Source: an optimization exercise on an open RTL-to-GDS flow (aim: small area and a short achievable clock period). Production flows keep margins and buffers that such runs may drop. Only simulation tests tie the RTL to the original design; equivalence was not proved. No activity file was given, so power comes from the tool's default toggle rates.

Design speedometer, start of the top module:
module speedometer
(
	input clk,
	input rst,
	input speedInfrac,
	output [13:0] outSpeed,
	output [6:0] OL,
	output [3:0] DIG
);
For scale: ~830 cells after synthesis, ~80 flip-flops, about 28 I/O pins, about 7600 um2 of cells after synthesis.
export LEC_CHECK = 0
export ABC_AREA = 1
export CAP_MARGIN = 20
export CORE_MARGIN = 2
export CORE_UTILIZATION = 60
export CTS_BUF_LIST = sky130_fd_sc_hd__clkbuf_8
export GPL_TIMING_DRIVEN = 0
export SLEW_MARGIN = 20
create_clock -name core_clock -period 150.0 [get_ports {clk}]
standard.sh (not shown) runs the stock make flow with config.mk's settings and CLKGATE_MAP_FILE= SYNTH_SCRIPT=/design/flow/synth_recipe.tcl, a recipe that flattens the netlist after the stock synthesis.
==> flow/flow/run.sh <==
#!/bin/bash
set -euo pipefail
rm -rf scripts_area
cp -r "$FLOW_HOME/scripts" scripts_area
printf 'strash\ndc2\ndch\namap\n' > scripts_area/abc_area.script
bash standard.sh SCRIPTS_DIR="$PWD/scripts_area" \
  CTS_ARGS="-sink_clustering_enable -repair_clock_nets -buf_list sky130_fd_sc_hd__clkbuf_8 -sink_clustering_size 30 -sink_clustering_max_diameter 100 -dont_use_dummy_load" \
  BUFFER_PORTS_ARGS="-buffer_cell sky130_fd_sc_hd__buf_1" finish > standard_flow.log 2>&1
The starting point passed the timing, design-rule and antenna checks.
Rerun with:
--- a/flow/design.v
+++ b/flow/design.v
@@ -69,37 +69,35 @@
 generate for (g10 = 0; g10 < 8; g10 = g10 + 1) begin : row10
 	assign d10[g10] = t10[g10] ^ n10[g10] ^ c10[g10];
 	assign c10[g10+1] = (t10[g10] & n10[g10]) | (t10[g10] & c10[g10]) | (n10[g10] & c10[g10]);
 end endgenerate
 wire q10 = ~|cnt[15:8] & c10[8];
 wire [7:0] r10 = q10 ? d10[7:0] : t10[7:0];
-wire [8:0] t9 = {r10, 1'b1};
+reg [7:0] p10;
+always @(posedge clk_50Mhz) p10 <= r10;
+reg pq13_0;
+always @(posedge clk_50Mhz) pq13_0 <= q13 | tmo;
+reg pq12_0;
+always @(posedge clk_50Mhz) pq12_0 <= q12 | tmo;
+reg pq11_0;
+always @(posedge clk_50Mhz) pq11_0 <= q11 | tmo;
+reg pq10_0;
+always @(posedge clk_50Mhz) pq10_0 <= q10 | tmo;
+wire [8:0] t9 = {p10, 1'b1};
 wire [8:0] n9 = ncnt[8:0];
 wire [9:0] c9;
 wire [8:0] d9;
-assign c9[0] = 1'b0;
+assign c9[0] = 1'b1;
 genvar g9;
 generate for (g9 = 0; g9 < 9; g9 = g9 + 1) begin : row9
 	assign d9[g9] = t9[g9] ^ n9[g9] ^ c9[g9];
 	assign c9[g9+1] = (t9[g9] & n9[g9]) | (t9[g9] & c9[g9]) | (n9[g9] & c9[g9]);
 end endgenerate
 wire q9 = ~|cnt[15:9] & c9[9];
 wire [8:0] r9 = q9 ? d9[8:0] : t9[8:0];
-reg [8:0] p9;
-always @(posedge clk_50Mhz) p9 <= r9;
-reg pq13_0;
-always @(posedge clk_50Mhz) pq13_0 <= q13 | tmo;
-reg pq12_0;
-always @(posedge clk_50Mhz) pq12_0 <= q12 | tmo;
-reg pq11_0;
-always @(posedge clk_50Mhz) pq11_0 <= q11 | tmo;
-reg pq10_0;
-always @(posedge clk_50Mhz) pq10_0 <= q10 | tmo;
-reg pq9_0;
-always @(posedge clk_50Mhz) pq9_0 <= q9 | tmo;
-wire [9:0] t8 = {p9, 1'b0};
+wire [9:0] t8 = {r9, 1'b0};
 wire [9:0] n8 = ncnt[9:0];
 wire [10:0] c8;
 wire [9:0] d8;
 assign c8[0] = 1'b1;
 genvar g8;
 generate for (g8 = 0; g8 < 10; g8 = g8 + 1) begin : row8
@@ -152,13 +150,13 @@
 always @(posedge clk_50Mhz) pq12_1 <= pq12_0;
 reg pq11_1;
 always @(posedge clk_50Mhz) pq11_1 <= pq11_0;
 reg pq10_1;
 always @(posedge clk_50Mhz) pq10_1 <= pq10_0;
 reg pq9_1;
-always @(posedge clk_50Mhz) pq9_1 <= pq9_0;
+always @(posedge clk_50Mhz) pq9_1 <= q9;
 reg pq8_1;
 always @(posedge clk_50Mhz) pq8_1 <= q8;
 reg pq7_1;
 always @(posedge clk_50Mhz) pq7_1 <= q7;
 reg pq6_1;
 always @(posedge clk_50Mhz) pq6_1 <= q6;
Effect:
- utilization decreases by 0.12 points
- power decreases by 5.8%
- wire length decreases by 2.3%
- via count decreases by 1.7%
- clock power barely changes
- combinational power decreases by 8.7%
- cell area is about the same
- clock-buffer cell count does not change

## separate check: timing with driven ports
In the flow no input, the clock included, has a driving cell. The finished layouts below were timed again as built, in two steps. Step 1: set_driving_cell puts a clkbuf_16 on clk and a buf_2 on each other input, an assumption about the parent block. Step 2 also shifts input and output timing later by t, the mid clock arrival at the registers, as if the neighbouring blocks saw the same clock. Slacks: ideal / step 1 / step 2; pairs: ideal / step 1.
run | shift t [ns] | slack for setup (ns) | worst setup path at the end | worst slew at a driven data input, ns | pins driven straight from the clock port
the first run | 0.401 | 117.109 / 117.121 / 116.720 | input to register | 0.03 | 1
the second run | 0.399 | 117.551 / 117.565 / 117.166 | input to register | 0.04 | 1
After both steps every run listed still meets setup and hold. For the first run, which loses most, drivers alone change the setup slack by +0.012 ns; drivers and shift together by -0.389 ns.
